Context: an optimization exercise on an open-source flow, tuned for small area and a short achievable clock period. The choices shown serve that exercise and are no tape-out recipe. Function was checked by simulation only, so behaviour that the tests miss may differ from the original. Power is estimated from default activity; no workload was simulated.

## flow/design.v (module list and top-level ports; edited modules follow where they fit)
// module alu: 256 lines
// module regfile: 53 lines
// module decode: 1760 lines
// module gb80_cpu: 291 lines
// module rn_decode: 50 lines
// module register: 20 lines
// module nobus_buffer: 28 lines
// module hram: 26 lines
module gb80_cpu(
   F_data, A_data, instruction, IF_data,
   IE_data, regs_data, mem_we_l, mem_re_l, halt, debug_halt,
   cpu_addr_out, data_out,
   data_in,
   IF_in, IE_in, IF_load, IE_load, cpu_mem_disable, clock, reset,
   bp_addr, bp_step, bp_continue, ext_halt
   );
  // ...
==> flow/run.sh <==
#!/bin/bash
# synth_recipe.tcl (not shown) runs the flow's synth.tcl, then flattens the netlist and writes it again
# the make line also repeats each setting of config.mk as NAME=value (left out here)
make -C /OpenROAD-flow-scripts/flow DESIGN_CONFIG=/design/flow/config.mk WORK_HOME=/design/flow/orfs CLKGATE_MAP_FILE= SYNTH_SCRIPT=/design/flow/synth_recipe.tcl finish
==> flow/config.mk <==
export PLATFORM = sky130hd
export DESIGN_NAME = gb80_cpu
export DESIGN_NICKNAME = gb80_cpu
export VERILOG_FILES = /design/flow/design.v
export SDC_FILE = /design/flow/constraint.sdc
export NUM_CORES = 4
export LEC_CHECK = 0
export CAP_MARGIN = 20
export CORE_MARGIN = 2
export CORE_UTILIZATION = 40
export PLACE_DENSITY = 0.55
export SETUP_SLACK_MARGIN = 1.5
export SLEW_MARGIN = 20
==> flow/constraint.sdc <==
create_clock -name core_clock -period 10.0 [get_ports {clock}]
set_input_delay 2.0000 -clock core_clock [delete_from_list [all_inputs] [get_ports {clock}]]
set_output_delay 2.0000 -clock core_clock [all_outputs]
set_load 0.01 [all_outputs]
==> key figures, run 1 <==
CTS
  • CTS buffer count: approximately 140
  • # hold bufs at CTS: 0
  • CTS tree: built
  • Clk latency of the worst-skew pair: 820 ps
  • Post-CTS Setup Inserts: 70
  • H-Tree Level Count: 4
  • Clock sink count: ~1300

Setup path
  • Crit path max fanout: 19
  • Largest delay share family, worst path: compound AO/OA/AOI/OAI gates
  • Crit path buf inv count: 5
  • R2r startpoint: inst_reg.q[3]$_DFFE_PP0P_

STA
  • Slew @ Worst Pin: 1260 ps

Logic synthesis
  • Fraction of the mapped netlist area in adder cells: 0.0148
  • Async set-reset flop share out of synthesis: 0.223
  • Top cells by area, synth: edfxtp_1, dfrtp_1, a22oi_1

Placement
  • Dpl cells: between 7000 and 8000
  • IO buf count: 179

Detailed routing
  • DRT iter0 DRCs: between 6000 and 7000
  • Highest metal used: met5

Global routing
  • Largest net degree at the start of global routing: 118

Power and ir drop
  • Internal: 13.5 mW
  • Seq group: 7.04 mW
  • Top power group: combinational logic

Status
  • Status: complete, no violations

Final layout
  • ClkCell Share: 0.0616
==> module alu, before the edit <==
module alu
  ( 
   alu_data_out, alu_flags_out,
   alu_data0_in, alu_data1_in, alu_op, alu_flags_in, alu_size
   );
   parameter
     F_Z = 3, F_N = 2, F_H = 1, F_C = 0;
   output reg [7:0] alu_data_out;
   output reg [3:0] alu_flags_out;
   input [7:0]      alu_data0_in, alu_data1_in;
   input [4:0]      alu_op;
   input [3:0]      alu_flags_in;
   input [1:0]      alu_size;
   reg [8:0]        intermediate_result1, intermediate_result2;
   reg [4:0]        result_low;
   reg [4:0]        result_high;
   wire [2:0]       bit_index;
   reg              carry;
   assign bit_index = alu_data0_in[5:3];
   always @(*) begin
      alu_flags_out = 4'd0;
      carry = 1'b0;
      result_low = 5'd0;
      result_high = 5'd0;
      intermediate_result1 = 9'd0;
      intermediate_result2 = 9'd0;
      case (alu_op)
        5'd0, 5'd1: begin
           carry = (alu_op == 5'd1) ? alu_flags_in[F_C] : 1'b0;
           result_low = {1'b0, alu_data1_in[3:0]} + {1'b0, alu_data0_in[3:0]} + 
                        {4'b0, carry};
           alu_flags_out[F_H] = result_low[4];
           result_high = {1'b0, alu_data1_in[7:4]} + 
                         {1'b0, alu_data0_in[7:4]} + 
                         result_low[4];
           alu_flags_out[F_C] = result_high[4];
           alu_data_out = {result_high[3:0], result_low[3:0]};
           if (alu_size == 2'd1) begin
              alu_flags_out[F_Z] = alu_flags_in[F_Z];
           end else if (alu_size == 2'd2) begin
              alu_flags_out[F_Z] = 1'b0;
           end else begin
              alu_flags_out[F_Z] = (alu_data_out == 8'd0) ? 1'b1 : 1'b0;
           end
        end
        5'd2, 5'd3: begin
           alu_flags_out[F_N] = 1'b1;
           carry = (alu_op == 5'd3) ? alu_flags_in[F_C] : 1'b0;
           result_low = {1'b0, alu_data1_in[3:0]} + 
                        ~({1'b0, alu_data0_in[3:0]} + 
                          {4'b0, carry}) + 5'b1;
           alu_flags_out[F_H] = result_low[4];
           result_high = {1'b0, alu_data1_in[7:4]} + 
                         ~({1'b0, alu_data0_in[7:4]}) +
                         {4'b0, ~result_low[4]};
           alu_flags_out[F_C] = result_high[4];
           alu_data_out = {result_high[3:0], result_low[3:0]};
           alu_flags_out[F_Z] = (alu_data_out == 8'd0) ? 1'b1 : 1'b0;
        end
        5'd4: begin
           alu_flags_out[F_H] = 1'b1;
           alu_data_out = alu_data1_in & alu_data0_in;
           alu_flags_out[F_Z] = (alu_data_out == 8'd0) ? 1'b1 : 1'b0;
        end
        5'd5: begin
           alu_data_out = alu_data1_in | alu_data0_in;
           alu_flags_out[F_Z] = (alu_data_out == 8'd0) ? 1'b1 : 1'b0;
        end
        5'd6: begin
           alu_data_out = alu_data1_in ^ alu_data0_in;
           alu_flags_out[F_Z] = (alu_data_out == 8'd0) ? 1'b1 : 1'b0;
        end
        5'd8: begin
           alu_flags_out[F_C] = alu_flags_in[F_C];
           result_low = {1'b0, alu_data1_in[3:0]} + 5'd1;
           alu_flags_out[F_H] = result_low[4];
           result_high = {1'b0, alu_data1_in[7:4]} + result_low[4];
           alu_data_out = {result_high[3:0], result_low[3:0]};
           if (alu_size == 2'd1) begin
              alu_flags_out = alu_flags_in;
           end else begin
              alu_flags_out[F_Z] = (alu_data_out == 8'd0) ? 1'b1 : 1'b0;
           end
        end  
        5'd7: begin
           alu_flags_out[F_C] = alu_flags_in[F_C];
           result_low = {1'b0, alu_data1_in[3:0]} + 
                        ~({1'b0, 4'd1}) + 5'b1;
           alu_flags_out[F_H] = result_low[4];
           result_high = {1'b0, alu_data1_in[7:4]} + 
                         ~({1'b0, 4'd0}) +
                         {4'b0, ~result_low[4]};
           alu_flags_out[F_N] = 1'b1;
           alu_data_out = {result_high[3:0], result_low[3:0]};
           if (alu_size == 2'd1) begin
              alu_flags_out = alu_flags_in;
           end else begin
              alu_flags_out[F_Z] = (alu_data_out == 8'd0) ? 1'b1 : 1'b0;
           end
        end  
        5'd9: begin
           if (~alu_flags_in[F_N]) begin
              if (alu_flags_in[F_H] | 
                  ((alu_data1_in & 8'h0f) > 8'h9)) begin
                 intermediate_result1 = {1'b0, alu_data1_in} + 9'h6;
              end
              else begin
                 intermediate_result1 = {1'b0, alu_data1_in};
              end
              if (alu_flags_in[F_C] | (intermediate_result1 > 9'h9f)) begin
                 intermediate_result2 = intermediate_result1 + 9'h60;
              end
              else begin
                 intermediate_result2 = intermediate_result1;
              end
           end
           else begin
              if (alu_flags_in[F_H]) begin
                 intermediate_result1 = {1'b0, (alu_data1_in - 8'h6)};
              end
              else begin
                 intermediate_result1 = {1'b0, alu_data1_in};
              end
              if (alu_flags_in[F_C]) begin
                 intermediate_result2 = intermediate_result1 - 9'h60;
              end
              else begin
                 intermediate_result2 = intermediate_result1;
              end
           end  
           alu_data_out = intermediate_result2[7:0];
           alu_flags_out[F_N] = alu_flags_in[F_N];
           alu_flags_out[F_H] = 1'b0;
           alu_flags_out[F_C] = intermediate_result2[8] ? 1'b1 : 
                                alu_flags_in[F_C];
           alu_flags_out[F_Z] = (intermediate_result2[7:0] == 8'd0) ? 
                                1'b1 : 1'b0;
        end
        5'd10: begin
           alu_flags_out[F_Z] = alu_flags_in[F_Z];
           alu_flags_out[F_N] = 1'b1;
           alu_flags_out[F_H] = 1'b1;
           alu_flags_out[F_C] = alu_flags_in[F_C];
           alu_data_out = ~alu_data1_in;
        end
        5'd11: begin
           alu_flags_out[F_Z] = alu_flags_in[F_Z];
           alu_flags_out[F_C] = ~alu_flags_in[F_C];
           alu_data_out = alu_data0_in;
        end
        5'd12: begin
           alu_flags_out[F_Z] = alu_flags_in[F_Z];
           alu_flags_out[F_C] = 1'b1;
           alu_data_out = alu_data0_in;
        end
        5'd13: begin
           alu_data_out[0] = alu_data1_in[7];
           alu_data_out[7:1] = alu_data1_in[6:0];
           alu_flags_out[F_C] = alu_data1_in[7];
           if (alu_size == 2'd2) begin
              alu_flags_out[F_Z] = 1'b0;
           end else begin
              alu_flags_out[F_Z] = (alu_data_out == 8'd0) ? 1'b1 : 1'b0;
           end
        end
        5'd14: begin
           alu_data_out[0] = alu_flags_in[F_C];
           alu_data_out[7:1] = alu_data1_in[6:0];
           alu_flags_out[F_C] = alu_data1_in[7];
           if (alu_size == 2'd2) begin
              alu_flags_out[F_Z] = 1'b0;
           end else begin
              alu_flags_out[F_Z] = (alu_data_out == 8'd0) ? 1'b1 : 1'b0;
           end
        end
        5'd15: begin
           alu_data_out[7] = alu_data1_in[0];
           alu_data_out[6:0] = alu_data1_in[7:1];
           alu_flags_out[F_C] = alu_data1_in[0];
           if (alu_size == 2'd2) begin
              alu_flags_out[F_Z] = 1'b0;
           end else begin
              alu_flags_out[F_Z] = (alu_data_out == 8'd0) ? 1'b1 : 1'b0;
           end
        end
        5'd16: begin
           alu_data_out[7] = alu_flags_in[F_C];
           alu_data_out[6:0] = alu_data1_in[7:1];
           alu_flags_out[F_C] = alu_data1_in[0];
           if (alu_size == 2'd2) begin
              alu_flags_out[F_Z] = 1'b0;
           end else begin
              alu_flags_out[F_Z] = (alu_data_out == 8'd0) ? 1'b1 : 1'b0;
           end
        end
        5'd17: begin
           alu_data_out[7:1] = alu_data1_in[6:0];
           alu_data_out[0] = 1'b0;
           alu_flags_out[F_C] = alu_data1_in[7];
           alu_flags_out[F_Z] = (alu_data_out == 8'd0) ? 1'b1 : 1'b0;
        end
        5'd18: begin
           alu_data_out[7] = alu_data1_in[7];
           alu_data_out[6:0] = alu_data1_in[7:1];
           alu_flags_out[F_C] = alu_data1_in[0];
           alu_flags_out[F_Z] = (alu_data_out == 8'd0) ? 1'b1 : 1'b0;
        end
        5'd19: begin
           alu_data_out[7] = 1'b0;
           alu_data_out[6:0] = alu_data1_in[7:1];
           alu_flags_out[F_C] = alu_data1_in[0];
           alu_flags_out[F_Z] = (alu_data_out == 8'd0) ? 1'b1 : 1'b0;
        end
        5'd20: begin
           alu_data_out = alu_data0_in;
           alu_flags_out = alu_flags_in;
        end
        5'd21: begin
           alu_data_out = alu_data1_in;
           alu_flags_out = alu_flags_in;
        end
        5'd22: begin
           alu_data_out = alu_data0_in;
           alu_flags_out = alu_data0_in[7:4];
        end
        5'd23: begin
           alu_flags_out[F_C] = alu_flags_in[F_C];
           alu_flags_out[F_H] = 1'b1;
           alu_flags_out[F_N] = 1'b0;
           alu_flags_out[F_Z] = ~alu_data1_in[bit_index];
           alu_data_out = alu_data0_in;
        end
        5'd24: begin
           alu_flags_out = alu_flags_in;
           alu_data_out = alu_data1_in;
           alu_data_out[bit_index] = 1'b1;
        end
        5'd25: begin
           alu_flags_out = alu_flags_in;
           alu_data_out = alu_data1_in;
           alu_data_out[bit_index] = 1'b0;
        end
        5'd26: begin
           alu_flags_out[F_Z] = (alu_data_out == 8'd0) ? 1'd1: 1'd0;
           alu_flags_out[F_H] = 1'b0;
           alu_flags_out[F_C] = 1'b0;
           alu_flags_out[F_N] = 1'b0;
           alu_data_out = {alu_data1_in[3:0], alu_data1_in[7:4]};
        end
        default: begin
           alu_data_out = alu_data0_in;
           alu_flags_out = alu_flags_in;
        end
      endcase
   end
endmodule  
==> module gb80_cpu, before the edit <==
module gb80_cpu(
   F_data, A_data, instruction, IF_data,
   IE_data, regs_data, mem_we_l, mem_re_l, halt, debug_halt,
   cpu_addr_out, data_out,
   data_in,
   IF_in, IE_in, IF_load, IE_load, cpu_mem_disable, clock, reset,
   bp_addr, bp_step, bp_continue, ext_halt
   );
   output wire [15:0] cpu_addr_out;
   output wire [7:0]  data_out;
   input [7:0]        data_in;
   output wire [7:0] F_data;
   output wire [7:0] A_data, instruction;
   output wire [79:0] regs_data;
   output wire [4:0] IF_data, IE_data;
   output wire  mem_we_l, mem_re_l;
   output wire  halt;
   output wire  debug_halt;
   input [4:0]  IF_in, IE_in;
   input        IF_load, IE_load;
   input        cpu_mem_disable;
   input        clock, reset, ext_halt;
   input [15:0] bp_addr;
   input        bp_step, bp_continue;
   parameter
     F_Z = 3, F_N = 2, F_H = 1, F_C = 0,
     I_HILO = 4, I_SERIAL = 3, I_TIMA = 2, I_LCDC = 1, I_VBLANK = 0;
   wire [15:0]  addr_bus;
   wire [7:0]   data_bus;
   wire         bp_pc;
   assign bp_pc = regs_data[15:0] == bp_addr;
   wire        addr_buf_load_ext, addr_buf_write_ext;
   wire        data_buf_load_ext, data_buf_write_ext;
   wire [7:0]   data_ext_out, data_ext_in;
   wire [15:0]  addr_ext_out, addr_ext_in;
	assign cpu_addr_out = addr_ext_out; 
   wire         high_mem = (16'hff80 <= addr_ext_out) & 
                (addr_ext_out <= 16'hfffe); 
   wire         bp_hit;
   wire         kill = ext_halt | bp_hit;
   wire [7:0]   high_mem_rdata;
   assign data_ext_in = (high_mem) ? high_mem_rdata :
                        (cpu_mem_disable) ? 8'h0 : data_in;
   assign addr_ext_in = 16'h0;
   assign data_out = data_ext_out;
   hram #(127) high_mmmod(.rdata(high_mem_rdata),
                          .wdata(data_ext_out),
                          .addr(addr_ext_out[6:0]),
                          .mem_we(addr_buf_write_ext & data_buf_write_ext &
                                  high_mem & ~kill),
                          .reset(reset),
                          .clock(clock));
   wire [7:0]    temp1_data, temp0_data;
   wire [4:0]   IF_in_l, IE_in_l;
   wire         IME_data;
   wire         IE_load_l;
   reg [4:0]   interrupt_mask;  
   reg [2:0]   interrupt_sel;  
   reg [3:0]   interrupt_addr_bits;  
   wire         IF_load_l;  
   wire         interrupt_data_gate;  
   wire         interrupt;  
   assign interrupt = ~((IF_data & IE_data) == 5'd0);
   assign IF_in_l = (IF_load_l & ~kill) ? IF_in | (IF_data & interrupt_mask) : IF_in;
   assign IE_load_l = (~mem_we_l) ? addr_ext_out == 16'hffff : 1'b0;
   assign IE_in_l = (IE_load_l) ? data_ext_out[4:0] : IE_in;
   always @(*) begin
      casex (IF_data & IE_data)
        5'bxx_xx1: begin
           interrupt_sel = 3'd0;
           interrupt_mask = 5'b11_110;
        end
        5'bxx_x10: begin
           interrupt_sel = 3'd1;
           interrupt_mask = 5'b11_101;
        end
        5'bxx_100: begin
           interrupt_sel = 3'd2;
           interrupt_mask = 5'b11_011;
        end
        5'bx1_000: begin
           interrupt_sel = 3'd3;
           interrupt_mask = 5'b10_111;
        end
        5'b10_000: begin
           interrupt_sel = 3'd4;
           interrupt_mask = 5'b01_111;
        end
        5'b00_000: begin
           interrupt_sel = 3'd0;
           interrupt_mask = 5'b11_111;
        end
      endcase  
      case (interrupt_sel)
        3'd0: interrupt_addr_bits = 4'b1000;
        3'd1: interrupt_addr_bits = 4'b1001;
        3'd2: interrupt_addr_bits = 4'b1010;
        3'd3: interrupt_addr_bits = 4'b1011;
        3'd4: interrupt_addr_bits = 4'b1100;
        default: interrupt_addr_bits = 4'd0;
      endcase  
   end
   wire [7:0]   alu_data_out;
   reg [7:0]    alu_data1_in, alu_data0_in;
   wire [3:0]   alu_flags_in, alu_flags_out;
   assign alu_flags_in = F_data[7:4];
   wire [15:0]  regfile_data_out, regfile_data_addr;
   wire [7:0]   regfile_data_in;
   wire        addr_buf_load, addr_buf_write;
   wire        data_buf_load, data_buf_write;
   assign mem_we_l = ~(data_buf_write_ext & ~high_mem & ~cpu_mem_disable & ~kill);
   assign mem_re_l = ~(data_buf_load_ext & ~high_mem & ~cpu_mem_disable & ~kill);
   wire        inst_reg_load, A_load, F_load, temp1_load, temp0_load;
   wire        IME_set, IME_reset;
   wire        regfile_data_gate, A_data_gate, F_data_gate, regfile_addr_gate;
   wire        alu_data_gate;
   wire [1:0]  alu_data1_in_sel, alu_data0_in_sel;
   wire        addr_ff00_sel;
   wire [4:0]  alu_op;
   wire [1:0]  alu_size;
   wire [4:0]  regfile_rn_in, regfile_rn_out;
   wire        regfile_we, regfile_change16, regfile_inc, regfile_jp_hl;
   reg         taken;
   wire [3:0]  flags;
   assign flags = F_data[7:4];
   always @(*) begin
      case (instruction[4:3])
        2'b00: taken = ~flags[F_Z];
        2'b01: taken = flags[F_Z];
        2'b10: taken = ~flags[F_C];
        2'b11: taken = flags[F_C];
      endcase
   end
   assign regfile_data_addr = (addr_ff00_sel) ? {8'hff, regfile_data_out[7:0]} :
                              regfile_data_out;
   always @(*) begin
      case (alu_data0_in_sel)
         2'd0: alu_data0_in = data_bus_src;
         2'd1: alu_data0_in = temp0_data;
         2'd2: alu_data0_in = {2'd0, instruction[5:3], 3'd0};
         2'd3: alu_data0_in = (temp0_data[7]) ? 8'hff : 8'h00;
      endcase
   end
   always @(*) begin
      case (alu_data1_in_sel)
        2'd0: alu_data1_in = A_data;
        2'd1: alu_data1_in = data_bus_src;
        2'd2: alu_data1_in = regfile_data_out;
        2'd3: alu_data1_in = temp1_data;
      endcase
   end
   assign regfile_data_in = data_bus;
   nobus_buffer #(8, 0) data_buf(.bus_in(data_bus),
                                 .bus_out(data_buf_q),
                                 .bus_ext_out(data_ext_out),
                                 .bus_ext_in(data_ext_in),
                                 .bus_read(data_buf_load & ~kill),
                                 .bus_write(data_buf_write),
                                 .bus_ext_read(data_buf_load_ext & ~kill),
                                 .clock(clock),
                                 .reset(reset));
   nobus_buffer #(16, 0) addr_buf(.bus_in(addr_bus),
                                  .bus_out(addr_buf_q),
                                  .bus_ext_out(addr_ext_out),
                                  .bus_ext_in(addr_ext_in),
                                  .bus_read(addr_buf_load & ~kill),
                                  .bus_write(addr_buf_write),
                                  .bus_ext_read(addr_buf_load_ext & ~kill),
                                  .clock(clock),
                                  .reset(reset));
   register #(8, 0) inst_reg(.q(instruction),
                             .d(data_bus),
                             .load(inst_reg_load & ~kill),
                             .clock(clock),
                             .reset(reset));
   register #(8, 8'h11) A_reg(.q(A_data),
                          .d(alu_data_out),
                          .load(A_load & ~kill),
                          .clock(clock),
                          .reset(reset));
   register #(8, 8'hB0) F_reg(.q(F_data),
                          .d({alu_flags_out, 4'b0}),
                          .load(F_load & ~kill),
                          .clock(clock),
                          .reset(reset));
   register #(8, 0) temp1_reg(.q(temp1_data),
                              .d(data_bus),
                              .load(temp1_load & ~kill),
                              .clock(clock),
                              .reset(reset));
   register #(8, 0) temp0_reg(.q(temp0_data),
                              .d(data_bus),
                              .load(temp0_load & ~kill),
                              .clock(clock),
                              .reset(reset));
   register #(5, 0) IF_reg(.q(IF_data),
                           .d(IF_in_l),
                           .load((IF_load_l & ~kill) | IF_load),
                           .clock(clock),
                           .reset(reset));
   register #(5, 0) IE_reg(.q(IE_data),
                           .d(IE_in_l),
                           .load((IE_load_l | IE_load) & ~ext_halt),
                           .clock(clock),
                           .reset(reset));
   register #(1, 1) IME_reg(.q(IME_data),
                            .d(IME_set),
                            .load((IME_set | IME_reset) & ~kill),
                            .clock(clock),
                            .reset(reset));
   wire [7:0]   data_buf_q;
   wire [15:0]  addr_buf_q;
   wire [7:0]   data_bus_src;
   assign data_bus_src = ({8{data_buf_write}} & data_buf_q) |
                         ({8{regfile_data_gate}} & regfile_data_out[7:0]) |
                         ({8{A_data_gate}} & A_data) |
                         ({8{F_data_gate}} & F_data) |
                         ({8{interrupt_data_gate}} &
                          {1'd0, interrupt_addr_bits, 3'd0});
   assign data_bus = data_bus_src | ({8{alu_data_gate}} & alu_data_out);
   assign addr_bus = ({16{addr_buf_write}} & addr_buf_q) |
                     ({16{regfile_addr_gate}} & regfile_data_addr[15:0]);
   alu gb80_alu( 
                .alu_data_out           (alu_data_out[7:0]),
                .alu_flags_out          (alu_flags_out[3:0]),
                .alu_data0_in           (alu_data0_in[7:0]),
                .alu_data1_in           (alu_data1_in[7:0]),
                .alu_op                 (alu_op[4:0]),
                .alu_flags_in           (alu_flags_in[3:0]),
                .alu_size               (alu_size[1:0]));
   regfile gb80_regfile( 
                        .regs_data      (regs_data[79:0]),
                        .regfile_data_out(regfile_data_out[15:0]),
                        .regfile_data_in(regfile_data_in[7:0]),
                        .regfile_rn_in  (regfile_rn_in[4:0]),
                        .regfile_rn_out (regfile_rn_out[4:0]),
                        .regfile_we     (regfile_we & ~kill),
                        .regfile_change16(regfile_change16),
                        .regfile_inc    (regfile_inc),
                        .regfile_jp_hl  (regfile_jp_hl),
                        .reset          (reset),
                        .clock          (clock),
                        .halt           (halt));
   decode gb80_decode( 
                      .regfile_rn_in    (regfile_rn_in[4:0]),
                      .regfile_rn_out   (regfile_rn_out[4:0]),
                      .regfile_we       (regfile_we),
                      .regfile_change16 (regfile_change16),
                      .regfile_inc      (regfile_inc),
                      .regfile_jp_hl    (regfile_jp_hl),
                      .addr_buf_load    (addr_buf_load),
                      .addr_buf_write   (addr_buf_write),
                      .data_buf_load    (data_buf_load),
                      .data_buf_write   (data_buf_write),
                      .addr_buf_load_ext(addr_buf_load_ext),
                      .addr_buf_write_ext(addr_buf_write_ext),
                      .data_buf_load_ext(data_buf_load_ext),
                      .data_buf_write_ext(data_buf_write_ext),
                      .inst_reg_load    (inst_reg_load),
                      .A_load           (A_load),
                      .F_load           (F_load),
                      .temp1_load       (temp1_load),
                      .temp0_load       (temp0_load),
                      .IF_load_l        (IF_load_l),
                      .IME_set          (IME_set),
                      .IME_reset        (IME_reset),
                      .regfile_data_gate(regfile_data_gate),
                      .A_data_gate      (A_data_gate),
                      .F_data_gate      (F_data_gate),
                      .alu_data_gate    (alu_data_gate),
                      .regfile_addr_gate(regfile_addr_gate),
                      .interrupt_data_gate(interrupt_data_gate),
                      .alu_data1_in_sel (alu_data1_in_sel[1:0]),
                      .alu_data0_in_sel (alu_data0_in_sel[1:0]),
                      .addr_ff00_sel    (addr_ff00_sel),
                      .alu_op           (alu_op[4:0]),
                      .alu_size         (alu_size[1:0]),
                      .halt             (halt),
                      .ext_halt         (ext_halt),
                      .debug_halt       (debug_halt),
                      .bp_hit           (bp_hit),
                      .bp_step          (bp_step),
                      .bp_continue      (bp_continue),
                      .bp_pc            (bp_pc), 
                      .instruction      (instruction[7:0]),
                      .taken            (taken),
                      .interrupt        (interrupt),
                      .IME_data         (IME_data),
                      .clock            (clock),
                      .reset            (reset));
endmodule  
==> run 2, diff against run 1 <==
--- a/flow/design.v
+++ b/flow/design.v
@@ -10,100 +10,109 @@
      F_Z = 3, F_N = 2, F_H = 1, F_C = 0;
    output reg [7:0] alu_data_out;
    output reg [3:0] alu_flags_out;
    input [7:0]      alu_data0_in, alu_data1_in;
    input [4:0]      alu_op;
    input [3:0]      alu_flags_in;
    input [1:0]      alu_size;
    reg [8:0]        intermediate_result1, intermediate_result2;
-   reg [4:0]        result_low;
-   reg [4:0]        result_high;
    wire [2:0]       bit_index;
-   reg              carry;
    assign bit_index = alu_data0_in[5:3];
+   wire             op_add = (alu_op == 5'd0) | (alu_op == 5'd1);
+   wire             op_sub = (alu_op == 5'd2) | (alu_op == 5'd3);
+   wire             op_carry = (alu_op == 5'd1) | (alu_op == 5'd3);
+   wire             op_inc = (alu_op == 5'd8);
+   wire             op_dec = (alu_op == 5'd7);
+   wire             sub = op_sub | op_dec;
+   wire [7:0]       add_b = op_inc ? 8'h00 : op_dec ? 8'hff :
+                    (sub ? ~alu_data0_in : alu_data0_in);
+   wire             add_cin = op_inc ? 1'b1 : op_dec ? 1'b0 :
+                    (op_carry ? alu_flags_in[F_C] : 1'b0) ^ sub;
+   wire [7:0]       add_a = alu_data1_in;
+   wire [7:0]       g = add_a & add_b;
+   wire [7:0]       p = add_a | add_b;
+   wire [7:0]       x = add_a ^ add_b;
+   wire [8:0]       c;
+   assign c[0] = add_cin;
+   genvar           i, j;
+   generate
+      for (i = 0; i < 8; i = i + 1) begin : carry
+         wire [i:0] terms;
+         for (j = 0; j <= i; j = j + 1) begin : term
+            if (j == i) begin : last
+               assign terms[j] = g[j];
+            end else begin : chain
+               assign terms[j] = g[j] & (&p[i:j+1]);
+            end
+         end
+         assign c[i+1] = (|terms) | (add_cin & (&p[i:0]));
+      end
+   endgenerate
+   wire [7:0]       sum = x ^ c[7:0];
+   wire             half = c[4] ^ sub;
+   wire             full = c[8] ^ sub;
+   wire             sum_zero = (sum == 8'd0);
    always @(*) begin
       alu_flags_out = 4'd0;
-      carry = 1'b0;
-      result_low = 5'd0;
-      result_high = 5'd0;
+      alu_data_out = alu_data0_in;
       intermediate_result1 = 9'd0;
       intermediate_result2 = 9'd0;
       case (alu_op)
         5'd0, 5'd1: begin
-           carry = (alu_op == 5'd1) ? alu_flags_in[F_C] : 1'b0;
-           result_low = {1'b0, alu_data1_in[3:0]} + {1'b0, alu_data0_in[3:0]} + 
-                        {4'b0, carry};
-           alu_flags_out[F_H] = result_low[4];
-           result_high = {1'b0, alu_data1_in[7:4]} + 
-                         {1'b0, alu_data0_in[7:4]} + 
-                         result_low[4];
-           alu_flags_out[F_C] = result_high[4];
-           alu_data_out = {result_high[3:0], result_low[3:0]};
+           alu_flags_out[F_H] = half;
+           alu_flags_out[F_C] = full;
+           alu_data_out = sum;
            if (alu_size == 2'd1) begin
               alu_flags_out[F_Z] = alu_flags_in[F_Z];
            end else if (alu_size == 2'd2) begin
               alu_flags_out[F_Z] = 1'b0;
            end else begin
-              alu_flags_out[F_Z] = (alu_data_out == 8'd0) ? 1'b1 : 1'b0;
+              alu_flags_out[F_Z] = sum_zero;
            end
         end
         5'd2, 5'd3: begin
            alu_flags_out[F_N] = 1'b1;
-           carry = (alu_op == 5'd3) ? alu_flags_in[F_C] : 1'b0;
-           result_low = {1'b0, alu_data1_in[3:0]} + 
-                        ~({1'b0, alu_data0_in[3:0]} + 
-                          {4'b0, carry}) + 5'b1;
-           alu_flags_out[F_H] = result_low[4];
-           result_high = {1'b0, alu_data1_in[7:4]} + 
-                         ~({1'b0, alu_data0_in[7:4]}) +
-                         {4'b0, ~result_low[4]};
-           alu_flags_out[F_C] = result_high[4];
-           alu_data_out = {result_high[3:0], result_low[3:0]};
-           alu_flags_out[F_Z] = (alu_data_out == 8'd0) ? 1'b1 : 1'b0;
+           alu_flags_out[F_H] = half;
+           alu_flags_out[F_C] = full;
+           alu_data_out = sum;
+           alu_flags_out[F_Z] = sum_zero;
         end
         5'd4: begin
            alu_flags_out[F_H] = 1'b1;
            alu_data_out = alu_data1_in & alu_data0_in;
            alu_flags_out[F_Z] = (alu_data_out == 8'd0) ? 1'b1 : 1'b0;
         end
         5'd5: begin
            alu_data_out = alu_data1_in | alu_data0_in;
            alu_flags_out[F_Z] = (alu_data_out == 8'd0) ? 1'b1 : 1'b0;
         end
         5'd6: begin
            alu_data_out = alu_data1_in ^ alu_data0_in;
            alu_flags_out[F_Z] = (alu_data_out == 8'd0) ? 1'b1 : 1'b0;
         end
         5'd8: begin
-           alu_flags_out[F_C] = alu_flags_in[F_C];
-           result_low = {1'b0, alu_data1_in[3:0]} + 5'd1;
-           alu_flags_out[F_H] = result_low[4];
-           result_high = {1'b0, alu_data1_in[7:4]} + result_low[4];
-           alu_data_out = {result_high[3:0], result_low[3:0]};
+           alu_data_out = sum;
            if (alu_size == 2'd1) begin
               alu_flags_out = alu_flags_in;
            end else begin
-              alu_flags_out[F_Z] = (alu_data_out == 8'd0) ? 1'b1 : 1'b0;
+              alu_flags_out[F_C] = alu_flags_in[F_C];
+              alu_flags_out[F_H] = half;
+              alu_flags_out[F_Z] = sum_zero;
            end
         end  
         5'd7: begin
-           alu_flags_out[F_C] = alu_flags_in[F_C];
-           result_low = {1'b0, alu_data1_in[3:0]} + 
-                        ~({1'b0, 4'd1}) + 5'b1;
-           alu_flags_out[F_H] = result_low[4];
-           result_high = {1'b0, alu_data1_in[7:4]} + 
-                         ~({1'b0, 4'd0}) +
-                         {4'b0, ~result_low[4]};
-           alu_flags_out[F_N] = 1'b1;
-           alu_data_out = {result_high[3:0], result_low[3:0]};
+           alu_data_out = sum;
            if (alu_size == 2'd1) begin
               alu_flags_out = alu_flags_in;
            end else begin
-              alu_flags_out[F_Z] = (alu_data_out == 8'd0) ? 1'b1 : 1'b0;
+              alu_flags_out[F_C] = alu_flags_in[F_C];
+              alu_flags_out[F_H] = half;
+              alu_flags_out[F_N] = 1'b1;
+              alu_flags_out[F_Z] = sum_zero;
            end
         end  
         5'd9: begin
            if (~alu_flags_in[F_N]) begin
               if (alu_flags_in[F_H] | 
                   ((alu_data1_in & 8'h0f) > 8'h9)) begin
                  intermediate_result1 = {1'b0, alu_data1_in} + 9'h6;
               end
@@ -239,21 +248,21 @@
            alu_data_out[bit_index] = 1'b1;
         end
         5'd25: begin
            alu_flags_out = alu_flags_in;
            alu_data_out = alu_data1_in;
            alu_data_out[bit_index] = 1'b0;
         end
         5'd26: begin
+           alu_data_out = {alu_data1_in[3:0], alu_data1_in[7:4]};
            alu_flags_out[F_Z] = (alu_data_out == 8'd0) ? 1'd1: 1'd0;
            alu_flags_out[F_H] = 1'b0;
            alu_flags_out[F_C] = 1'b0;
            alu_flags_out[F_N] = 1'b0;
-           alu_data_out = {alu_data1_in[3:0], alu_data1_in[7:4]};
         end
         default: begin
            alu_data_out = alu_data0_in;
            alu_flags_out = alu_flags_in;
         end
       endcase
    end
 endmodule  
@@ -319,18 +328,221 @@
    regfile_inc, regfile_jp_hl, addr_buf_load, addr_buf_write,
    data_buf_load, data_buf_write, addr_buf_load_ext,
    addr_buf_write_ext, data_buf_load_ext, data_buf_write_ext,
    inst_reg_load, A_load, F_load, temp1_load, temp0_load, IF_load_l,
    IME_set, IME_reset, regfile_data_gate, A_data_gate, F_data_gate,
    alu_data_gate, regfile_addr_gate, interrupt_data_gate,
    alu_data1_in_sel, alu_data0_in_sel, addr_ff00_sel, alu_op,
    alu_size, halt, debug_halt, bp_hit,
-   bp_step, bp_continue, bp_pc, instruction, taken, interrupt,
-   IME_data, clock, reset, ext_halt
+   bp_step, bp_continue, bp_pc, instruction, next_instruction, flags,
+   interrupt, IME_data, clock, reset, ext_halt
+   );
+   output wire [4:0]  regfile_rn_in, regfile_rn_out;
+   output wire        regfile_we;
+   output wire        regfile_change16, regfile_inc;
+   output wire        regfile_jp_hl;
+   output wire        addr_buf_load, addr_buf_write;
+   output wire        data_buf_load, data_buf_write;
+   output wire        addr_buf_load_ext, addr_buf_write_ext;
+   output wire        data_buf_load_ext, data_buf_write_ext;
+   output wire        inst_reg_load, A_load, F_load, temp1_load, temp0_load;
+   output wire        IF_load_l, IME_set, IME_reset;
+   output wire        regfile_data_gate, A_data_gate, F_data_gate;
+   output wire        alu_data_gate;
+   output wire        regfile_addr_gate, interrupt_data_gate;
+   output wire [1:0]  alu_data1_in_sel, alu_data0_in_sel;
+   output wire        addr_ff00_sel;
+   output wire [4:0]  alu_op;
+   output wire [1:0]  alu_size;
+   output wire        halt;
+   output reg         debug_halt;
+   output wire        bp_hit;
+   input              bp_step, bp_continue, bp_pc;
+   input [7:0]        instruction;
+   input [7:0]        next_instruction;
+   input [3:0]        flags;
+   input              interrupt, IME_data;
+   input              clock, reset;
+   input              ext_halt;
+   reg                step_inst, step_pressed, continue_pressed;
+   reg                cb, branch_taken, halted, interrupt_handle;
+   reg [4:0]          cycle;
+   localparam CW_W = 55;
+   reg [CW_W-1:0]     cw;
+   wire [4:0]         cw_rn_in, cw_rn_out;
+   wire               cw_we, cw_change16, cw_inc, cw_jp_hl;
+   wire               cw_addr_buf_load, cw_addr_buf_write;
+   wire               cw_data_buf_load, cw_data_buf_write;
+   wire               cw_addr_buf_load_ext, cw_addr_buf_write_ext;
+   wire               cw_data_buf_load_ext, cw_data_buf_write_ext;
+   wire               cw_inst_reg_load, cw_A_load, cw_F_load;
+   wire               cw_temp1_load, cw_temp0_load;
+   wire               cw_IF_load_l, cw_IME_set, cw_IME_reset;
+   wire               cw_regfile_data_gate, cw_A_data_gate, cw_F_data_gate;
+   wire               cw_alu_data_gate, cw_regfile_addr_gate;
+   wire               cw_interrupt_data_gate;
+   wire [1:0]         cw_alu_data1_in_sel, cw_alu_data0_in_sel;
+   wire               cw_addr_ff00_sel;
+   wire [4:0]         cw_alu_op;
+   wire [1:0]         cw_alu_size;
+   wire [3:0]         cw_m_cycles;
+   wire               cw_set_cb, cw_set_bt, cw_halt_set;
+   assign {cw_rn_in, cw_rn_out, cw_we, cw_change16, cw_inc, cw_jp_hl, cw_addr_buf_load, cw_addr_buf_write, cw_data_buf_load, cw_data_buf_write, cw_addr_buf_load_ext, cw_addr_buf_write_ext, cw_data_buf_load_ext, cw_data_buf_write_ext, cw_inst_reg_load, cw_A_load, cw_F_load, cw_temp1_load, cw_temp0_load, cw_IF_load_l, cw_IME_set, cw_IME_reset, cw_regfile_data_gate, cw_A_data_gate, cw_F_data_gate, cw_alu_data_gate, cw_regfile_addr_gate, cw_interrupt_data_gate, cw_alu_data1_in_sel, cw_alu_data0_in_sel, cw_addr_ff00_sel, cw_alu_op, cw_alu_size, cw_m_cycles, cw_set_cb, cw_set_bt, cw_halt_set} = cw;
+   wire               stall = debug_halt & ~step_inst;
+   wire               int_entry = ~debug_halt & interrupt & IME_data &
+                                  (cycle == 5'd0);
+   wire               idle = ~stall & ~int_entry & ~interrupt_handle &
+                             halted & ~(~IME_data & interrupt);
+   wire               run = ~stall & ~int_entry & ~idle;
+   wire               halt_bug = run & ~interrupt_handle & (cycle == 5'd1) &
+                                 halted & ~IME_data & interrupt;
+   assign bp_hit = (cycle == 5'd0) & bp_pc & ~debug_halt;
+   assign regfile_rn_in = cw_rn_in;
+   assign regfile_rn_out = cw_rn_out;
+   assign regfile_we = (run & cw_we & ~halt_bug) | int_entry;
+   assign regfile_change16 = cw_change16;
+   assign regfile_inc = cw_inc;
+   assign regfile_jp_hl = cw_jp_hl;
+   assign addr_buf_load = run & cw_addr_buf_load;
+   assign addr_buf_write = cw_addr_buf_write;
+   assign data_buf_load = run & cw_data_buf_load;
+   assign data_buf_write = cw_data_buf_write;
+   assign addr_buf_load_ext = run & cw_addr_buf_load_ext;
+   assign addr_buf_write_ext = run & cw_addr_buf_write_ext;
+   assign data_buf_load_ext = run & cw_data_buf_load_ext;
+   assign data_buf_write_ext = run & cw_data_buf_write_ext;
+   assign inst_reg_load = run & cw_inst_reg_load;
+   assign A_load = run & cw_A_load;
+   assign F_load = run & cw_F_load;
+   assign temp1_load = (run & cw_temp1_load) | int_entry;
+   assign temp0_load = run & cw_temp0_load;
+   assign IF_load_l = run & cw_IF_load_l;
+   assign IME_set = run & cw_IME_set;
+   assign IME_reset = (run & cw_IME_reset) | int_entry;
+   assign regfile_data_gate = cw_regfile_data_gate;
+   assign A_data_gate = cw_A_data_gate;
+   assign F_data_gate = cw_F_data_gate;
+   assign alu_data_gate = cw_alu_data_gate;
+   assign regfile_addr_gate = cw_regfile_addr_gate;
+   assign interrupt_data_gate = cw_interrupt_data_gate;
+   assign alu_data1_in_sel = cw_alu_data1_in_sel;
+   assign alu_data0_in_sel = cw_alu_data0_in_sel;
+   assign addr_ff00_sel = cw_addr_ff00_sel;
+   assign alu_op = cw_alu_op;
+   assign alu_size = cw_alu_size;
+   wire               halt_d = (halted & ~int_entry & ~halt_bug) |
+                               (run & cw_halt_set);
+   assign halt = (ext_halt | bp_hit) ? halted : halt_d;
+   wire [3:0]         m_cycles = (stall | idle) ? 4'd1 : cw_m_cycles;
+   wire [5:0]         next_cycle_high = {1'b0, cycle} + 6'b1;
+   wire               last = next_cycle_high[5:2] == m_cycles;
+   wire [4:0]         next_cycle = last ? 5'd0 : next_cycle_high[4:0];
+   wire               next_cb = ~last & (cb | (run & cw_set_cb));
+   wire               next_branch_taken = ~last &
+                                          (branch_taken | (run & cw_set_bt));
+   wire               next_interrupt_handle = ~last & interrupt_handle;
+   wire               entering = int_entry & ~bp_hit;
+   wire [7:0]         next_inst = (run & cw_inst_reg_load) ? next_instruction :
+                      instruction;
+   always @(posedge clock or posedge reset) begin
+      if (reset) begin
+         cycle <= 5'd0;
+         cb <= 1'b0;
+         branch_taken <= 1'b0;
+         halted <= 1'd0;
+         interrupt_handle <= 1'b0;
+         debug_halt <= 1'b0;
+         step_inst <= 1'b0;
+         step_pressed <= 1'b0;
+         continue_pressed <= 1'b0;
+      end else if (ext_halt) begin
+      end else begin
+         cycle <= next_cycle;
+         cb <= next_cb;
+         branch_taken <= next_branch_taken;
+         interrupt_handle <= next_interrupt_handle | entering;
+         halted <= halt;
+         if (last) begin
+            step_inst <= step_pressed | bp_step;
+            debug_halt <= (continue_pressed | bp_continue) ? 1'b0 : debug_halt;
+            step_pressed <= 1'b0;
+            continue_pressed <= 1'b0;
+         end else begin
+            debug_halt <= debug_halt | bp_hit;
+            step_pressed <= step_pressed | bp_step;
+            continue_pressed <= continue_pressed | bp_continue;
+         end
+      end
+   end
+   wire [CW_W-1:0]    cw_next, cw_int1, cw_reset;
+   ucode ucode_next(
+      .regfile_rn_in(cw_next[54:50]),
+      .regfile_rn_out(cw_next[49:45]),
+      .regfile_we(cw_next[44]),
+      .regfile_change16(cw_next[43]),
+      .regfile_inc(cw_next[42]),
+      .regfile_jp_hl(cw_next[41]),
+      .addr_buf_load(cw_next[40]),
+      .addr_buf_write(cw_next[39]),
+      .data_buf_load(cw_next[38]),
+      .data_buf_write(cw_next[37]),
+      .addr_buf_load_ext(cw_next[36]),
+      .addr_buf_write_ext(cw_next[35]),
+      .data_buf_load_ext(cw_next[34]),
+      .data_buf_write_ext(cw_next[33]),
+      .inst_reg_load(cw_next[32]),
+      .A_load(cw_next[31]),
+      .F_load(cw_next[30]),
+      .temp1_load(cw_next[29]),
+      .temp0_load(cw_next[28]),
+      .IF_load_l(cw_next[27]),
+      .IME_set(cw_next[26]),
+      .IME_reset(cw_next[25]),
+      .regfile_data_gate(cw_next[24]),
+      .A_data_gate(cw_next[23]),
+      .F_data_gate(cw_next[22]),
+      .alu_data_gate(cw_next[21]),
+      .regfile_addr_gate(cw_next[20]),
+      .interrupt_data_gate(cw_next[19]),
+      .alu_data1_in_sel(cw_next[18:17]),
+      .alu_data0_in_sel(cw_next[16:15]),
+      .addr_ff00_sel(cw_next[14]),
+      .alu_op(cw_next[13:9]),
+      .alu_size(cw_next[8:7]),
+      .m_cycles(cw_next[6:3]),
+      .set_cb(cw_next[2]),
+      .set_bt(cw_next[1]),
+      .halt_set(cw_next[0]),
+      .regfile_inc_pc(),
+      .cycle(next_cycle), .instruction(next_inst), .cb(next_cb),
+      .branch_taken(next_branch_taken),
+      .interrupt_handle(next_interrupt_handle),
+      .flags(flags));
+   localparam [CW_W-1:0] CW_INT1 = 55'h21804001000028;
+   localparam [CW_W-1:0] CW_RESET = 55'h4e890000180008;
+   always @(posedge clock or posedge reset) begin
+      if (reset) begin
+         cw <= CW_RESET;
+      end else if (~ext_halt) begin
+         cw <= entering ? CW_INT1 : cw_next;
+      end
+   end
+endmodule  
+module ucode(
+   regfile_rn_in, regfile_rn_out, regfile_we, regfile_change16,
+   regfile_inc, regfile_jp_hl, addr_buf_load, addr_buf_write,
+   data_buf_load, data_buf_write, addr_buf_load_ext,
+   addr_buf_write_ext, data_buf_load_ext, data_buf_write_ext,
+   inst_reg_load, A_load, F_load, temp1_load, temp0_load, IF_load_l,
+   IME_set, IME_reset, regfile_data_gate, A_data_gate, F_data_gate,
+   alu_data_gate, regfile_addr_gate, interrupt_data_gate,
+   alu_data1_in_sel, alu_data0_in_sel, addr_ff00_sel, alu_op,
+   alu_size, m_cycles, set_cb, set_bt, halt_set, regfile_inc_pc,
+   cycle, instruction, cb, branch_taken, interrupt_handle, flags
    );
    parameter
      F_Z = 3, F_N = 2, F_H = 1, F_C = 0;
    output wire [4:0]  regfile_rn_in, regfile_rn_out;
    output wire        regfile_we;
    output wire        regfile_change16, regfile_inc;
    output reg         regfile_jp_hl;
    output reg         addr_buf_load, addr_buf_write;
@@ -341,38 +553,32 @@
    output reg         IF_load_l, IME_set, IME_reset;
    output reg         regfile_data_gate, A_data_gate, F_data_gate;
    output reg         alu_data_gate;
    output reg         regfile_addr_gate, interrupt_data_gate;
    output reg [1:0]   alu_data1_in_sel, alu_data0_in_sel;
    output reg         addr_ff00_sel;
    output reg [4:0]   alu_op;
    output reg [1:0]   alu_size;
-   output wire        halt;
-   output reg         debug_halt;
-   output wire        bp_hit;        
-   input              bp_step, bp_continue, bp_pc;
+   output reg [3:0]   m_cycles;
+   output reg         set_cb, set_bt, halt_set;
+   output reg         regfile_inc_pc;
+   input [4:0]        cycle;
    input [7:0]        instruction;
-   input              taken, interrupt, IME_data;
-   input              clock, reset;
-   input              ext_halt;
-   reg                 next_debug_halt;
-   reg                step_inst, next_step_inst;
-   reg                step_pressed, next_step_pressed;
-   reg                continue_pressed, next_continue_pressed;
-   reg                cb, next_cb;
-   reg                branch_taken, next_branch_taken;
-   reg [4:0]          cycle, next_cycle;
-   reg [3:0]          m_cycles;
-   wire [2:0]         m_cycle;
-   wire [1:0]         t_cycle;
-   reg                halted;
-   reg                interrupt_handle, next_interrupt_handle;
-   assign m_cycle = cycle[4:2];
-   assign t_cycle = cycle[1:0];
+   input              cb, branch_taken, interrupt_handle;
+   input [3:0]        flags;
+   reg                taken;
+   always @(*) begin
+      case (instruction[4:3])
+        2'b00: taken = ~flags[F_Z];
+        2'b01: taken = flags[F_Z];
+        2'b10: taken = ~flags[F_C];
+        2'b11: taken = flags[F_C];
+      endcase
+   end
    reg [4:0]          rn_in, rn_out;
    reg [2:0]          nin_rn_in, nin_rn_out;
    reg                rn16_in, rn16_out, rn16_in_lo, rn16_in_hi, rn16_out_lo;
    reg                rn16_out_hi;
    wire [4:0]         rn_in_inter;
    rn_decode rgf_in_decoder(.rgf_rn_out(regfile_rn_in),
                             .rgf_rn_in(rn_in_inter),
                             .rn(nin_rn_in),
@@ -380,97 +586,48 @@
                             .hi(rn16_in_hi),
                             .lo(rn16_in_lo));
    rn_decode rgf_out_decoder(.rgf_rn_out(regfile_rn_out),
                              .rgf_rn_in(rn_out),
                              .rn(nin_rn_out),
                              .rn16(rn16_out),
                              .hi(rn16_out_hi),
                              .lo(rn16_out_lo));
-   reg                regfile_change16_l, regfile_inc_l, regfile_inc_pc;
+   reg                regfile_change16_l, regfile_inc_l;
    reg                regfile_we_l;
    assign rn_in_inter = (regfile_inc_pc) ? 5'b10_100 : rn_in;
    assign regfile_we = regfile_inc_pc | regfile_we_l;
    assign regfile_change16 = regfile_inc_pc | regfile_change16_l;
    assign regfile_inc = regfile_inc_pc | regfile_inc_l;
-   reg                halt_d;
-   assign halt = ext_halt ? halted : halt_d;
-   assign bp_hit = (cycle == 5'd0) & bp_pc & ~debug_halt;
-   wire [5:0]         next_cycle_high;
-   assign next_cycle_high = {1'b0, cycle} + 6'b1;
-   always @(posedge clock or posedge reset) begin
-      if (reset) begin
-         cycle <= 5'd0;
-         cb <= 1'b0;
-         branch_taken <= 1'b0;
-         halted <= 1'd0;
-         interrupt_handle <= 1'b0;
-         debug_halt <= 1'b0;
-         step_inst <= 1'b0;
-         step_pressed <= 1'b0;
-         continue_pressed <= 1'b0;
-      end else if (ext_halt) begin
-      end else begin
-         cycle <= next_cycle;
-         cb <= next_cb;
-         branch_taken <= next_branch_taken;
-         interrupt_handle <= next_interrupt_handle;
-         halted <= halt_d;
-         debug_halt <= next_debug_halt;
-         step_inst <= next_step_inst;
-         step_pressed <= next_step_pressed;
-         continue_pressed <= next_continue_pressed;
-      end
-   end
    always @(*) begin
       {regfile_we_l, regfile_change16_l, regfile_inc_l, regfile_inc_pc} = 4'd0;
       regfile_jp_hl = 1'd0;
       {addr_buf_load, addr_buf_write} = 2'd0;
       {data_buf_load, data_buf_write} = 2'd0;
       {addr_buf_load_ext, addr_buf_write_ext} = 2'd0;
       {data_buf_load_ext, data_buf_write_ext} = 2'd0;
       {inst_reg_load, A_load, F_load, temp1_load, temp0_load} = 5'd0;
       {regfile_data_gate, A_data_gate, F_data_gate, alu_data_gate} = 4'd0;
       regfile_addr_gate = 1'd0;
       alu_data1_in_sel = 2'd0;
       {alu_data0_in_sel, addr_ff00_sel} = 2'd0;
       alu_op = 5'd0;
       alu_size = 2'd0;
-      next_cb = cb;
+      set_cb = 1'b0;
       m_cycles = 4'd1;
-      next_interrupt_handle = interrupt_handle;
-      next_branch_taken = branch_taken;
+      set_bt = 1'b0;
       rn_in = 5'b11_111;
       rn_out = 5'b11_111;
       nin_rn_in = 3'd0;
       nin_rn_out = 3'd0;
       {rn16_in, rn16_out} = 2'd0;
       {rn16_in_hi, rn16_in_lo, rn16_out_hi, rn16_out_lo} = 4'd0;
       {IF_load_l, interrupt_data_gate, IME_set, IME_reset} = 4'd0;
-      halt_d = halted;
-      next_step_pressed = step_pressed | bp_step;
-      next_continue_pressed = continue_pressed | bp_continue;
-      next_debug_halt = debug_halt;
-      next_step_inst = step_inst;
-      if (debug_halt & ~step_inst) begin
-         m_cycles = 4'd1;
-      end else if (~debug_halt & interrupt & IME_data & cycle == 5'd0) begin
-         m_cycles = 4'd5;
-         next_interrupt_handle = 1'b1;
-         if (halted) begin
-            halt_d = 1'b0;
-         end
-         IME_reset = 1'b1;
-         regfile_we_l = 1'b1;
-         regfile_change16_l = 1'b1;
-         regfile_inc_l = 1'b0;
-         rn_in = 5'b10_011;
-         interrupt_data_gate = 1'b1;
-         temp1_load = 1'b1;
-      end else if (interrupt_handle) begin
+      halt_set = 1'b0;
+      if (interrupt_handle) begin
          m_cycles = 4'd5;
          case (cycle)
            5'd1: begin
               rn_out = 5'b01_100;
               regfile_data_gate = 1'b1;
               data_buf_load = 1'b1;
            end
            5'd2: begin
@@ -521,58 +678,55 @@
            end
            5'd9: begin
               data_buf_write = 1'b1;
               regfile_we_l = 1'b1;
               rn_in = 5'b00_100;
               IF_load_l = 1'b1;
            end
          endcase
-      end else if ((halted) & ~(~IME_data & interrupt)) begin
-         m_cycles = 4'd1;
-         halt_d = 1'b1;
       end else if (cycle == 5'd0) begin
          m_cycles = 4'd1;
          rn_out = 5'b10_100;
          regfile_addr_gate = 1'b1;
          addr_buf_load = 1'b1;
+         regfile_change16_l = 1'b1;
+         regfile_inc_l = 1'b0;
+         rn_in = 5'b10_011;
+         interrupt_data_gate = 1'b1;
       end else if (cycle == 5'd1) begin
          m_cycles = 4'd1;
-         if (halted & ~IME_data & interrupt) begin
-            halt_d = 1'b0;
-         end else begin
-            regfile_inc_pc = 1'b1;
-         end
+         regfile_inc_pc = 1'b1;
          addr_buf_write_ext = 1'b1;
          data_buf_load_ext = 1'b1;
       end else if (cycle == 5'd2) begin
          m_cycles = 4'd1;
          data_buf_write = 1'b1;
          inst_reg_load = 1'b1;
          rn_out = 5'b10_100;
          regfile_addr_gate = 1'b1;
          addr_buf_load = 1'b1;
       end else if ((cycle == 5'd3) && (instruction == 8'hCB)) begin
          m_cycles = 4'd2;
-         next_cb = 1'b1;
+         set_cb = 1'b1;
          regfile_inc_pc = 1'b1;
          addr_buf_write_ext = 1'b1;
          data_buf_load_ext = 1'b1;
       end else if ((cycle == 5'd4) && (cb)) begin
          m_cycles = 4'd2;
          data_buf_write = 1'b1;
          inst_reg_load = 1'b1;
       end
       else if (~cb) begin
          casex (instruction)
            8'b0: begin
               m_cycles = 4'd1;
            end
            8'b01_110_110: begin
-              halt_d = 1'b1;
+              halt_set = 1'b1;
            end
            8'b01_xxx_xxx: begin
               if (instruction[2:0] == 3'b110) begin
                  m_cycles = 4'd2;
                  case (cycle)
                    5'd3: begin
                       rn_out = 5'b10_010;
                       regfile_addr_gate = 1'b1;
@@ -1510,17 +1664,17 @@
                 end  
               endcase
            end
            8'b11_000_011, 8'b11_0xx_010: begin
               if (instruction[0] | taken | branch_taken) begin
                  m_cycles = 4'd3;
                  case (cycle)
                    5'd3: begin
-                      next_branch_taken = 1'b1;
+                      set_bt = 1'b1;
                       regfile_inc_pc = 1'b1;
                       addr_buf_write_ext = 1'b1;
                       data_buf_load_ext = 1'b1;
                    end
                    5'd4: begin
                       data_buf_write = 1'b1;
                       temp0_load = 1'b1;
                       rn_out = 5'b10_100;
@@ -1562,17 +1716,17 @@
                  endcase
               end
            end
            8'b00_011_000, 8'b00_1xx_000: begin
               if ((~instruction[5]) | taken | branch_taken) begin
                  m_cycles = 4'd3;
                  case (cycle)
                    5'd3: begin
-                      next_branch_taken = 1'b1;
+                      set_bt = 1'b1;
                       data_buf_load_ext = 1'b1;
                       addr_buf_write_ext = 1'b1;
                       regfile_inc_pc = 1'b1;
                    end
                    5'd4: begin
                       data_buf_write = 1'b1;
                       temp0_load = 1'b1;
                    end
@@ -1630,17 +1784,17 @@
                  regfile_jp_hl = 1'b1;
               end
            end
            8'b11_001_101, 8'b11_0xx_100: begin
               if (instruction[0] | taken | branch_taken) begin
                  m_cycles = 4'd6;
                  case (cycle)
                    5'd3: begin
-                      next_branch_taken = 1'b1;
+                      set_bt = 1'b1;
                       regfile_inc_pc = 1'b1;
                       data_buf_load_ext = 1'b1;
                       addr_buf_write_ext = 1'b1;
                    end
                    5'd4: begin
                       rn_out = 5'b10_100;
                       regfile_addr_gate = 1'b1;
                       addr_buf_load = 1'b1;
@@ -1720,17 +1874,17 @@
            8'b11_001_001, 8'b11_011_001, 8'b11_0xx_000: begin
               if (instruction[0] | taken | branch_taken) begin
                  if(instruction != 8'b11_001_001 && instruction != 8'b11_011_001)
                    m_cycles = 4'd5;
                  else
                    m_cycles = 4'd4;
                  case (cycle)
                    5'd3: begin
-                      next_branch_taken = 1'b1;
+                      set_bt = 1'b1;
                       rn_out = 5'b10_011;
                       regfile_addr_gate = 1'b1;
                       addr_buf_load = 1'b1;
                       rn_in = 5'b10_011;
                       regfile_change16_l = 1'b1;
                       regfile_inc_l = 1'b1;
                       regfile_we_l = 1'b1;
                    end
@@ -2039,44 +2193,16 @@
                          end
                       end
                    end
                  endcase
               end  
            end  
          endcase  
       end  
-      if (bp_hit) begin
-         m_cycles = 4'd1;
-         next_debug_halt = 1'b1;
-         next_interrupt_handle = interrupt_handle;
-         next_branch_taken = branch_taken;
-         next_cb = cb;
-         halt_d = halted;
-      end
-      if (next_cycle_high[5:2] == m_cycles) begin
-         next_cycle = 5'b0;
-         next_cb = 1'b0;
-         next_interrupt_handle = 1'b0;
-         next_branch_taken = 1'b0;
-         if (step_pressed | bp_step) begin
-            next_step_inst = 1'b1;
-         end else begin
-            next_step_inst = 1'b0;
-         end
-         if (continue_pressed | bp_continue) begin
-            next_debug_halt = 1'b0;
-         end else begin
-            next_debug_halt = debug_halt;
-         end
-         next_step_pressed = 1'b0;
-         next_continue_pressed = 1'b0;
-      end else begin
-         next_cycle = next_cycle_high[4:0];
-      end
    end
 endmodule  
 `default_nettype none
 `default_nettype none
 module gb80_cpu(
    F_data, A_data, instruction, IF_data,
    IE_data, regs_data, mem_we_l, mem_re_l, halt, debug_halt,
    cpu_addr_out, data_out,
@@ -2193,27 +2319,16 @@
    wire        regfile_data_gate, A_data_gate, F_data_gate, regfile_addr_gate;
    wire        alu_data_gate;
    wire [1:0]  alu_data1_in_sel, alu_data0_in_sel;
    wire        addr_ff00_sel;
    wire [4:0]  alu_op;
    wire [1:0]  alu_size;
    wire [4:0]  regfile_rn_in, regfile_rn_out;
    wire        regfile_we, regfile_change16, regfile_inc, regfile_jp_hl;
-   reg         taken;
-   wire [3:0]  flags;
-   assign flags = F_data[7:4];
-   always @(*) begin
-      case (instruction[4:3])
-        2'b00: taken = ~flags[F_Z];
-        2'b01: taken = flags[F_Z];
-        2'b10: taken = ~flags[F_C];
-        2'b11: taken = flags[F_C];
-      endcase
-   end
    assign regfile_data_addr = (addr_ff00_sel) ? {8'hff, regfile_data_out[7:0]} :
                               regfile_data_out;
    always @(*) begin
       case (alu_data0_in_sel)
          2'd0: alu_data0_in = data_bus_src;
          2'd1: alu_data0_in = temp0_data;
          2'd2: alu_data0_in = {2'd0, instruction[5:3], 3'd0};
          2'd3: alu_data0_in = (temp0_data[7]) ? 8'hff : 8'h00;
@@ -2356,17 +2471,18 @@
                       .halt             (halt),
                       .ext_halt         (ext_halt),
                       .debug_halt       (debug_halt),
                       .bp_hit           (bp_hit),
                       .bp_step          (bp_step),
                       .bp_continue      (bp_continue),
                       .bp_pc            (bp_pc), 
                       .instruction      (instruction[7:0]),
-                      .taken            (taken),
+                      .next_instruction (data_buf_q),
+                      .flags            (F_data[7:4]),
                       .interrupt        (interrupt),
                       .IME_data         (IME_data),
                       .clock            (clock),
                       .reset            (reset));
 endmodule  
 module rn_decode( 
    rgf_rn_out,
    rgf_rn_in, rn, rn16, lo, hi
==> flow/config.mk (replaced) <==
export PLATFORM = sky130hd
export DESIGN_NAME = gb80_cpu
export DESIGN_NICKNAME = gb80_cpu
export VERILOG_FILES = /design/flow/design.v
export SDC_FILE = /design/flow/constraint.sdc
export NUM_CORES = 4
export LEC_CHECK = 0
export CAP_MARGIN = 20
export CORE_MARGIN = 2
export CORE_UTILIZATION = 40
export PLACE_DENSITY = 0.55
export SETUP_SLACK_MARGIN = 4.5
export SLEW_MARGIN = 20
==> key figures, run 2 <==
Logic synthesis
  • Syn Std Cell Area: 0.0655 sq mm
  • Largest family of logic cells by synthesized area: compound AO/OA/AOI/OAI gates
  • Post-synth top cells: edfxtp_1, nor2_1, a22oi_1
  • Xor-xnor portion of the synthesized cell area: 0.00962
  • Compound-Gate Fraction of Synth Area: 0.211
  • Sequential fraction of the synthesis area: 0.597
  • Top cells by area, synth: edfxtp_1, dfrtp_1, a22oi_1
  • Synth unique cells: 123
  • Multiplexer share of the synthesized area: 0.0262
  • Post-synth EDFFs: 1016
  • Average cell area after synthesis: 11.6 sq um
  • Async set-reset flop share out of synthesis: 0.252 (+0.0292)
  • Warnings, synthesis: 15
  • Synth area leader: edfxtp_1
  • Cell with the most instances after synthesis: edfxtp_1
  • Post-synthesis simple-gate area fraction: 0.114
  • Post-synth top area share: 0.466
  • Ys flop type: edfxtp_1
  • Fraction of the mapped netlist area in adder cells: 0.0125 (-0.00229)
  • Gate Count Post-Synth: 5664
  • Synthesized flop and latch total: approximately 1400

STA
  • Slew headroom: 0.191
  • RSZ-0062 raised after global routing: yes
  • Slew @ Worst Pin: 1200 ps (-62.4 ps)
  • Fmax: around 170 MHz
  • Setup TNS: 0 ps
  • Final Hold Fails: 0
  • Slew Limit Fails: 0
  • Final Cycle Share: 0.576
  • Min Clock Period, post-route: 5760 ps
  • Worst Skew: between 50 and 60 ps
  • Final Setup Violations: 0

Floorplan
  • DIE WIDTH: 409 microns
  • Initial core utilization: 0.403
  • Core Area: about 0.16 sq mm
  • DIE AREA: ~0.17 sq mm
  • Vert. Die Dim: 409 microns
  • Row count: between 100 and 150
  • Ports: 184

Detailed routing
  • Post-Route WL: approximately 270000 microns
  • Via density: 6.56
  • DRC: 0
  • Via count: 53800
  • DRT Pass-1 Iters: 9
  • Final antenna-violating net count: 0
  • DRT iter0 DRCs: 7259 (+20%)
  • Per-cell routed wire length: 33.4 microns

Final layout
  • Ratio of cells with drive above 1 in the final layout: 0.162
  • Reg area: 0.0392 sq mm
  • Fillers: 14700
  • Synthesis-to-layout area growth: 18.2%
  • Top Registers: high_mmmod.data: 1016 flops, high_mmmod.written: 127 flops, gb80_regfile.mem: 80 flops
  • Biggest register: high_mmmod.data
  • Nets: approximately 6000
  • Multi-input gate area: 0.0260 sq mm
  • Commonest cells after routing, fill and taps aside: edfxtp_1, a22oi_1, nor2_1
  • Max reg flops: 1016
  • Commonest non-fill, non-tap cell in the layout: edfxtp_1

CTS
  • Clock-pin slew on the worst setup and hold paths: 60 ps
  • Clk root buf: clkbuf_16
  • CTS buffer count: 148 (+3.5%)
  • Clk latency of the worst-skew pair: 810 ps (about the same)
  • Clock sink count: 1358 (+3.9%)
  • # hold bufs at CTS: 0 (unchanged)
  • CTS tree: built
  • Longest Clk Path Bufs: 3
  • H-Tree Level Count: 4 (unchanged)

Setup path
  • R2r startpoint: gb80_decode.cw[47]$_DFFE_PP1N_
  • End of the critical path: halt
  • Worst R2R End: data_buf.q[6]$_DFFE_PP0P_
  • Critical path class: in -> out
  • Reg2Reg Setup Slack: 4480 ps
  • Worst EP arrival: 3760 ps
  • Reg2reg path depth: 22
  • Crit. Startpoint: bp_addr[1]
  • CP startpoint kind: input port
  • Required time worst endpoint: 8000 ps
  • Crit path max fanout: 6 (-13)
  • Worst setup EP type: output pin

Global routing
  • First-pass GRT wire length: 387000 microns
  • Vias in the first global route: just over 50000
  • GRT overflow: 0
  • Largest net degree at the start of global routing: 128 (+8.5%)
  • All-Layer GR Usage: 0.317
  • Initial antenna violation count: 5

Placement
  • Placer Congestion: 1.06
  • IO buf count: 179 (unchanged)
  • DP Wirelength: 182000 microns

Status
  • Status: complete, no violations

Hold path
  • Hold Path Class: reg -> reg
  • Min-delay src: high_mmmod.written[77]$_DFFE_PP0P_
  • Hold Path Depth: 1

Power and ir drop
  • IR drop worst, VDD: approximately 360 uV
  • Leak pwr: 26.7 nW
  • PwrDens: around 340 mW/mm^2
  • Total Power: 26.4 mW

Run
  • Maxcap violations: 0
## run 2: changes by cell type after synthesis, moves of 24 or more
| cell | change |
|---|---|
| clkbuf_1 | +53 |
| a21o_1 | +30 |
| buf_2 | -32 |
| a21oi_1 | +57 |
| nand2b_1 | +33 |
| mux2_2 | -35 |
| nor2_1 | +106 |
| a22oi_1 | +84 |
| o21ai_0 | +85 |
| dfrtp_1 | +42 |
| nand2_1 | +91 |
| a221oi_1 | -24 |
| a22o_1 | -30 |
## run 2: area by class of cell
class                   count  area share
diodes                      3   0.0000969
clock buffers             209      0.0543
clock inverters            55     0.00775
inverters                  88     0.00476
multi-input cells        3827       0.336
flip-flops and latches   1358       0.506
well taps                2175      0.0351
repair buffers            480      0.0565
## run 2: per-layer routing
layer / routed length, microns / vias up / global-route usage
li1: - / 22700 / -
met1: 116000 / 27200 / 0.455
met2: 119000 / 3310 / 0.466
met3: 28400 / 565 / 0.0780
met4: 10300 / 8 / 0.109
met5: 59 / - / 0
## run 2: where the power goes
| part | total [mW] | switching [mW] | internal [mW] | leakage [nW] |
|---|---|---|---|---|
| Combinational | 13.2 | 8.93 | 4.28 | 10.7 |
| Clock | 5.45 | 2.33 | 3.13 | 2.35 |
| Sequential | 7.72 | 0.773 | 6.94 | 13.6 |
## run 2: worst min-delay path by stage
stage	endpoint	slack (ps)
floorplan	high_mmmod.written[125]$_DFFE_PP0P_	420
global placement	high_mmmod.written[31]$_DFFE_PP0P_	440
detailed placement	high_mmmod.written[85]$_DFFE_PP0P_	440
CTS	high_mmmod.written[85]$_DFFE_PP0P_	460
global route	high_mmmod.written[29]$_DFFE_PP0P_	470
finish	high_mmmod.written[77]$_DFFE_PP0P_	460
## run 2: timing repair
item	4_1_cts	5_1_grt
endpoints found under the setup margin	1048	118
pin swaps	56	69
gates cloned	4	2
setup buffers	70	60
hold endpoints to repair	0	0
resized for setup	268	148
## run 2: critical path, stage by stage
cell and delay [ps]:
clkdlybuf4s15_1 180, xor2_1 190, nor4_4 470, nand3_2 200
o21ai_4 200, nor2_4 70, buf_12 160, nand2_8 80
nand2_4 60, buf_6 130
## run 2: kinds of logic (layout without fill, tap and decap cells)
kind of cell             Yosys count  count (layout)
AO/OA/AOI/OAI                   1949            1949
adder cells (fa/ha/maj)           65              65
flip-flops                      1358            1358
multiplexers                     150             150
other                              1               7
XOR/XNOR                          68              68
buffers and inverters            483             832
AND/OR/NAND/NOR                 1590            1591
## run 2: per-stage QoR
step	utilization	worst slack, ps	hold slack, ps	instances	cell area (sq um)
final	0.476	4240	455	8195	77500
after global routing	0.476	4200	467	8192	77500
after CTS	0.469	4310	456	8130	76300
after detailed placement	0.430	2030	444	7792	70000
after global placement	0.430	2070	438	7791	69900
after floorplan	-	3460	422	5667	65600

## re-timing with driven ports
The flow's constraints put no driver on any port. The routed layouts listed below were extracted and timed again, unchanged, in two steps.
Step 1 sets driving cells, clkbuf_16 on the clock port and buf_2 on the other inputs (assumed; they add their load-dependent delay and slew).
Step 2 times the ports against the registers' clock, not the clock port: input delays grow and output delays shrink by t, the midpoint of the rising clock arrivals with the driver on.
Three values: ideal, step 1, step 2; two values: the first two.
run | shift t [ns] | setup slack, ns | worst setup path at the end | worst slew at a driven data input, ns
run 1 | 0.873 | 1.158 / 1.158 / 1.158 | register to register | 0.09
run 2 | 0.865 | 4.241 / 4.215 / 3.779 | input to register | 0.07
After both steps setup and hold are still met in every run listed. For run 2, which loses most, drivers alone change the setup slack by -0.026 ns; drivers and shift together by -0.462 ns.
